Source: an optimization exercise on an open RTL-to-GDS flow (aim: small area, a short achievable clock period and few clock cycles). Production flows keep margins and buffers that such runs may drop. Function was checked by simulation only, so behaviour that the tests miss may differ from the original. No activity file was given, so power comes from the tool's default toggle rates.

==> flow/design.v, too long to show whole: its modules and the start of the top module <==
// module booth: 4450 lines
// module booth_mul: 19 lines
module booth_mul (
    input             CLK ,
    input             RSTn ,
    input      [23:0] m1 ,
    input      [23:0] m2 ,
    input             BREQ ,
    output     [47:0] res ,
    output            BACK
);
  // ...
==> flow/run.sh <==
#!/bin/bash
# synth_recipe.tcl (not shown) runs the flow's synth.tcl, then flattens the netlist and writes it again
# the make line also repeats each setting of config.mk as NAME=value (left out here)
make -C /OpenROAD-flow-scripts/flow DESIGN_CONFIG=/design/flow/config.mk WORK_HOME=/design/flow/orfs CLKGATE_MAP_FILE= SYNTH_SCRIPT=/design/flow/synth_recipe.tcl finish
==> flow/config.mk <==
export PLATFORM = sky130hd
export DESIGN_NAME = booth_mul
export DESIGN_NICKNAME = booth_mul
export VERILOG_FILES = /design/flow/design.v
export SDC_FILE = /design/flow/constraint.sdc
export NUM_CORES = 4
export LEC_CHECK = 0
export CAP_MARGIN = 20
export CORE_MARGIN = 2
export CORE_UTILIZATION = 40
export SETUP_SLACK_MARGIN = 1.5
export SLEW_MARGIN = 20
==> flow/constraint.sdc <==
create_clock -name core_clock -period 6.0 [get_ports {CLK}]
set_input_delay 1.2000 -clock core_clock [delete_from_list [all_inputs] [get_ports {CLK}]]
set_output_delay 1.2000 -clock core_clock [all_outputs]
set_load 0.01 [all_outputs]
==> results.cfg, run 1 <==
[floorplan]
taps = 664
start_util_pct = 40.73
core_mm2 = 0.04915

[outcome]
status = timing/DRC/antenna clean

[setup_path]
slowest_stage = fa_1
critPathBufInv = 3
path_delay_family = simple AND/OR/NAND/NOR gates
crit_start = u_booth.q_s1445$_DFF_P_

[detailed_routing]
drc_errors = 0
wirelength_um = 62540
route.met3.wl_um = 5353
drt-initial-drc-count = 1087

[timing]
slew_violations = 0

[placed_design]
dpl.hpwl_um = 47130

[layout]
clockNetworkAreaShare_pct = 2.486
stdcell_area_mm2 = 0.02325
area_growth_syn_to_layout_pct = 16.15
num-fill-cells = 4663

[synth]
synth_mux_area_share_pct = 0
synth.most_common_cell = fa_1
synth_xor_area_share_pct = 1.838
synth_cell_type_count = 52
synthFlopType = dfxtp_1
yosys.area_share.simple_pct = 16.26

[cts]
hold_buffers = 0

[power_and_ir_drop]
top_power_group = combinational logic
Testbench counts, summed over its fixed seeds: cycles 32,000.
==> run 2: changes to the inputs <==
--- a/flow/config.mk
+++ b/flow/config.mk
@@ -5,6 +5,7 @@
 export SDC_FILE = /design/flow/constraint.sdc
 export NUM_CORES = 4
 export LEC_CHECK = 0
+export ABC_AREA = 1
 export CAP_MARGIN = 20
 export CORE_MARGIN = 2
 export CORE_UTILIZATION = 40
==> run 2 against run 1 <==
- critical path depth decreased by 3
- final area rose by 4.4%
- via count grew 16%
- fmax up 11%
- final cell count rose by 25%
- worst setup slack better by 470 ps
- sequential share of layout area shrank 0.42 points
- critical path type is now input port to flop
==> results.cfg, run 2 <==
[outcome]
status = timing/DRC/antenna clean

[power_and_ir_drop]
sw_frac_of_total_pct = 51.99
power.internal_w = 0.006658
power_frac_seq_pct = 9.7
p_clk_share_pct = 7.6
power_density_mw_per_mm2 = 571.5
p_switching_w = 0.007210
irDropWorstVdd_mv = 0.6438
combPwrFrac_pct = 82.7
leakagePower_nw = 14.02

[setup_path]
critPathBufInv = 4
cp_slowest_stage_delay_ps = 540
path_class = input port to flop
crit_required_ps = 6260
cp_max_fo = 13
cp_data_arrival_time_ps = 4680
path_delay_family = adder cells
cp-end-kind = flop
slowest_stage = fa_1
crit_chain = clkdlybuf4s50_1 -> buf_4 -> nand2_1 -> inv_1 -> fa_1 -> fa_1 -> inv_1 -> fa_1 -> fa_1 -> fa_1
startpoint_type = input port
cpMostUsedCell = fa_1

[floorplan]
dieArea_mm2 = 0.05609
ios = 100
die_w_um = 236.8
rows = 85
core_mm2 = 0.05371
die_h_um = 236.8
start_util_pct = 40.37

[grt]
grt_first_pass_wirelength_um = 100200
grt_util_all_layers_pct = 23.31
overflow = 0
antenna_found_initial = 1
grt_pass1_vias = 18480
grt_max_degree = 19

[synth]
synth_edf_count = 0
netlist_top_cells_count = 944 x nand2_1, 888 x inv_1, 484 x fa_1
synthFlopType = dfxtp_1
synth_cells = 2867
yosys.area.top_type = fa_1
ys_seq_area_share_pct = 10.43
synth_area_mm2 = 0.02168
async_reset_ff_share_pct = 0
avgSynthCellArea_um2 = 7.563
synth_cell_type_count = 27
synth.top_cell.area_share_pct = 44.69
synth_warnings = 1
syn-num-nets = 3471
synth.area.top_cells = fa_1 45%, nand2_1 16%, inv_1 15%, dfxtp_1 10%, ha_1 4.0%
synth.most_common_cell = nand2_1
ys_ff_latch = 113

[detailed_routing]
ant_nets = 0
drc_errors = 0
dr.pass1.iters = 6
drt-initial-drc-count = 1211
via_per_inst = 4.725
wirelength_um = 62450
wl_per_cell_um = 17.20
vias = 17156

[timing]
fmax_mhz = 226.2
setup_tns_ps = 0
rsz0062_at_grt = yes
slew_headroom_pct = 49.51
slew_violations = 0
worstMarginPinSlew_ps = 757.3
setup_ws_ps = 1580
setup_violations = 0
fin_crit_ps = 4420
finalHoldViolations = 0
fin_crit_sh_pct = 73.67

[layout]
final_common_cell = nand2_1
nets = 3526
antenna_cells = 0
drive_gt1_share_pct = 8.041
area_growth_syn_to_layout_pct = 11.92
most-common-layout-cells = 941 x nand2_1, 888 x inv_1, 483 x fa_1

[worst_hold_path]
min_path_type = input port to flop

[cts]
cts_tree = built
cts_made_buffers = 17
htree_num_levels = 4
cts_buffer_depth = 2
clkTransAtPathRegs_ps = 60
cts_sinks = 113
clockRootBuffer = clkbuf_16

[placed_design]
port_buffers = 99
place.gp.congestion = 0.9402
dpl.hpwl_um = 52570
place_ws_ps = 463.3

[flow_run]
maxCapViolCount = 0
## run 2: cell types whose count changed after synthesis, moves of 12 or more
cell,before,now
nand3_1,8,41
xnor2_1,25,2
a21o_1,29,0
a21oi_1,38,26
and2_1,263,2
nand2_1,345,944
o21ai_0,15,2
clkbuf_1,109,96
nor2_1,23,63
nor2_2,0,15
inv_1,455,888
## run 2: layer usage
layer	track usage, %	routed length, um
met3	5.363	5302
met1	30.56	26060
met2	37.94	28860
met5	0	0
met4	8.247	2229
## run 2: cell families after synthesis
group	synth area share, %
flip-flops	10.43
AO/OA/AOI/OAI	0.9117
AND/OR/NAND/NOR	20.21
adder cells (fa/ha/maj)	48.67
XOR/XNOR	1.010
buffers and inverters	18.77
## run 2: what timing repair did
item,in CTS,in global routing
setup buffers,0,1
gates resized for setup,98,109
hold endpoints to repair,0,0
hold buffers,0,0
gates cloned,2,1
pin swaps,1,3
endpoints found under the setup margin,71,53
## run 2: path summary, 6_finish.rpt
kind | endpoint | depth (start not counted) | slack [ps] | from
worst max-delay path | u_booth.q_s1469$_DFF_P_ | 10 | 1580 | m1[23]
worst min-delay path | u_booth.busy$_DFF_P_ | 3 | 1310 | BREQ
## run 2: power by group through the flow
stage	combinational (W)	clock, W	sequential [W]
finish	0.0115	0.00105	0.00135
global route	0.0129	0.00111	0.00139
CTS	0.0109	0.00107	0.00135
detailed placement	0.0108	0	0.00137
global placement	0.0107	0	0.00136
floorplan	0.00768	0	0.00131
## run 2: final cells by class
cell class              count  area [um^2]
clock buffers              17        425.4
fillers                  5332        29440
flip-flops and latches    113         2263
clock inverters            15        198.9
inverters                 892         3348
well taps                 696        870.8
multi-input cells        1718        15610
repair buffers            180         1550
## run 2: metrics by stage
stage | power [W] | hold slack, ps | utilization, % | cells | cell area (um^2)
finish | 0.01387 | 1306 | 45.18 | 3631 | 24270
global placement | 0.01208 | 1726 | 43.57 | 3595 | 23400
CTS | 0.01336 | 1287 | 44.94 | 3629 | 24130
floorplan | 0.008989 | 1228 | - | 2867 | 21690
global route | 0.01537 | 1273 | 45.18 | 3631 | 24270
detailed placement | 0.01221 | 1739 | 43.57 | 3595 | 23400
==> run 3: changes to the inputs <==
--- a/flow/config.mk
+++ b/flow/config.mk
@@ -9,5 +9,5 @@
 export CAP_MARGIN = 20
 export CORE_MARGIN = 2
 export CORE_UTILIZATION = 40
-export SETUP_SLACK_MARGIN = 1.5
+export SETUP_SLACK_MARGIN = 2.0
 export SLEW_MARGIN = 20
==> run 3 against run 2 <==
- core utilization increased by 5.0 points
- critical endpoint is now u_booth.q_s1567$_DFF_P_
- flip-flop and latch count unchanged
- via count increased by 4.3%
- final area increased by 11%
- largest cell class unchanged
- clock power about the same
- clock-buffer cell count increased by 5
- area after synthesis unchanged
- global-route usage increased by 2.6 points
- critical path type unchanged
- routed wire length increased by 14%
- still clean on timing, DRC and antenna
- fmax increased by 7.7%
==> results.cfg, run 3 <==
[cts]
cts_tree = built
clockRootBuffer = clkbuf_16
htree_num_levels = 4
cts_buffer_depth = 2
hold_buffers = 0
clkTransAtPathRegs_ps = 60
cts_sinks = 113
cts_made_buffers = 17

[detailed_routing]
via_per_inst = 4.813
drt-initial-drc-count = 1353
vias = 17895
wl_per_cell_um = 19.07
wirelength_um = 70900
ant_nets = 0
dr.pass1.iters = 7
drc_errors = 0

[power_and_ir_drop]
power_density_mw_per_mm2 = 566.0
sw_frac_of_total_pct = 53.00
power.internal_w = 0.007176
combPwrFrac_pct = 84.0
irDropWorstVdd_mv = 0.3976
power_frac_seq_pct = 8.9
leakagePower_nw = 15.04
p_switching_w = 0.008094
p_clk_share_pct = 7.1

[synth]
synth_area_mm2 = 0.02168
netlist_top_cells_count = 944 x nand2_1, 888 x inv_1, 484 x fa_1
synth_warnings = 1
synth_cell_type_count = 27
async_reset_ff_share_pct = 0
synth.top_cell.area_share_pct = 44.69
synth.area.top_cells = fa_1 45%, nand2_1 16%, inv_1 15%, dfxtp_1 10%, ha_1 4.0%
synth_cells = 2867
yosys.area.top_type = fa_1
ys_ff_latch = 113
synth_edf_count = 0
syn-num-nets = 3471
avgSynthCellArea_um2 = 7.563
ys_seq_area_share_pct = 10.43
synth.most_common_cell = nand2_1
synthFlopType = dfxtp_1

[layout]
seq_area_mm2 = 0.002268
nets = 3614
antenna_cells = 0
most-common-layout-cells = 866 x nand2_1, 836 x inv_1, 393 x fa_1
area_growth_syn_to_layout_pct = 24.41
num-fill-cells = 5006
multiInputGateArea_mm2 = 0.01650
drive_gt1_share_pct = 20.35
final_common_cell = nand2_1

[grt]
met2_usage_pct = 43.08
grt_max_degree = 20
grt_use_met3_pct = 4.920
grt_pass1_vias = 19129
grt_first_pass_wirelength_um = 109200
grt_util_all_layers_pct = 25.89
antenna_found_initial = 0
overflow = 0
top_usage_layer = met2
met1_usage_pct = 33.73

[setup_path]
slowest_stage = fa_2
startpoint_type = input port
crit_required_ps = 6370
cp_slowest_stage_delay_ps = 520
cp_data_arrival_time_ps = 4470
cp_max_fo = 6
cp.depth = 15
cpMostUsedCell = fa_2
worstSetupEndpoint = u_booth.q_s1567$_DFF_P_
crit_chain = buf_12 -> buf_12 -> buf_4 -> nand2_1 -> inv_1 -> fa_2 -> inv_2 -> fa_2 -> fa_1 -> inv_1 -> fa_1 -> inv_2 -> fa_2 -> inv_1 -> fa_2
critPathBufInv = 8
path_class = input port to flop
cp-end-kind = flop
path_delay_family = adder cells
crit_start = m2[18]

[timing]
worstMarginPinSlew_ps = 348.8
setup_tns_ps = 0
slew_violations = 0
fin_crit_sh_pct = 68.40
setup_violations = 0
finalHoldViolations = 0
slew_headroom_pct = 76.74
setup_ws_ps = 1896
rsz0062_at_grt = yes
fmax_mhz = 243.7
fin_crit_ps = 4104

[floorplan]
ios = 100
rows = 85
core_mm2 = 0.05371
dieArea_mm2 = 0.05609
die_w_um = 236.8
start_util_pct = 40.37
die_h_um = 236.8

[placed_design]
place.gp.congestion = 0.9019
dpl.hpwl_um = 51570
place_ws_ps = 584.0
port_buffers = 99

[outcome]
status = timing/DRC/antenna clean

[worst_hold_path]
min_path_type = input port to flop

[flow_run]
maxCapViolCount = 0
[run 3: cell counts after synthesis]
No cell type changed its count.
[run 3: cell type report]
cell class              instances  share of cell area [%]
well taps                     696                   3.228
inverters                     892                   12.42
repair buffers                268                   12.40
multi-input cells            1718                   61.17
clock buffers                  22                   1.795
clock inverters                 9                  0.5705
flip-flops and latches        113                   8.409
[run 3: logic make-up after synthesis]
kind of cell | share of synthesized area (%)
buf+inv | 18.77
compound gates | 0.9117
fa+ha+maj | 48.67
xor+xnor | 1.010
flops | 10.43
simple gates | 20.21
[run 3: worst min path at each step]
| stage | start | to | slack (ps) | depth (start not counted) |
|---|---|---|---|---|
| 2_1_floorplan | m1[0] | u_booth.q_m1_0$_DFF_P_ | 1230 | 0 |
| 3_3_place_gp | BREQ | u_booth.busy$_DFF_P_ | 1730 | 3 |
| 3_5_place_dp | BREQ | u_booth.busy$_DFF_P_ | 1740 | 3 |
| 4_1_cts | m1[2] | u_booth.q_m1_2$_DFF_P_ | 1140 | 2 |
| 5_1_grt | m1[0] | u_booth.q_m1_0$_DFF_P_ | 1130 | 2 |
| 6_report | m1[0] | u_booth.q_m1_0$_DFF_P_ | 1140 | 2 |
[run 3: power by group through the flow]
stage          Clock (W)  Sequential [W]  Combinational, W
3_5_place_dp           0         0.00137            0.0111
3_3_place_gp           0         0.00137            0.0110
6_report         0.00108         0.00136            0.0128
5_1_grt          0.00113         0.00140            0.0142
4_1_cts          0.00110         0.00137            0.0121
2_1_floorplan          0         0.00131           0.00779
[run 3: per-layer routing]
metal	share of wire, %	wire length, um
met1	41	28740
met2	47	33390
met3	8.8	6226
met4	3.6	2545
met5	0	0
[run 3: through the flow]
stage          hold WS (ps)  total power, W  utilization (%)  instance area (um^2)  instances
2_1_floorplan          1228        0.009099                -                 22710       2867
3_3_place_gp           1726         0.01234            43.99                 23630       3584
3_5_place_dp           1738         0.01249            43.99                 23630       3584
4_1_cts                1139         0.01453            48.82                 26220       3686
5_1_grt                1125         0.01672            50.23                 26980       3718
6_report               1143         0.01527            50.23                 26980       3718
[run 3: repair_timing]
action | 4_1_cts | 5_1_grt
buffers inserted | 48 | 30
setup endpoints to repair | 131 | 71
pin swaps | 71 | 102
resized for setup | 570 | 222
cloned | 23 | 2

==> afterwards: timing with drivers on the ports <==
How much do the figures lean on ideal ports? The routed layouts below were timed once more, with nothing changed but the port constraints. Step 1 assumes that a clkbuf_16 drives the clock port and a buf_2 every other input. Step 2 times the ports against the registers' clock, not the clock port: input delays grow and output delays shrink by t, the midpoint of the rising clock arrivals with the driver on. a / b / c = no drivers / after step 1 / after step 2; a / b = the first two.
run | t (ns) | slack for setup (ns) | hold WS [ns]
run 1 | 0.510 | 1.113 / 1.057 / 1.063 | 1.294 / 1.258 / 1.767
run 2 | 0.476 | 1.580 / 1.521 / 1.146 | 1.306 / 1.263 / 1.740
run 3 | 0.461 | 1.896 / 1.798 / 1.337 | 1.143 / 1.130 / 1.591
After both steps every run listed still meets setup and hold. The setup slack of run 3, which loses most, moves by -0.098 ns with the drivers and by -0.559 ns with both steps.
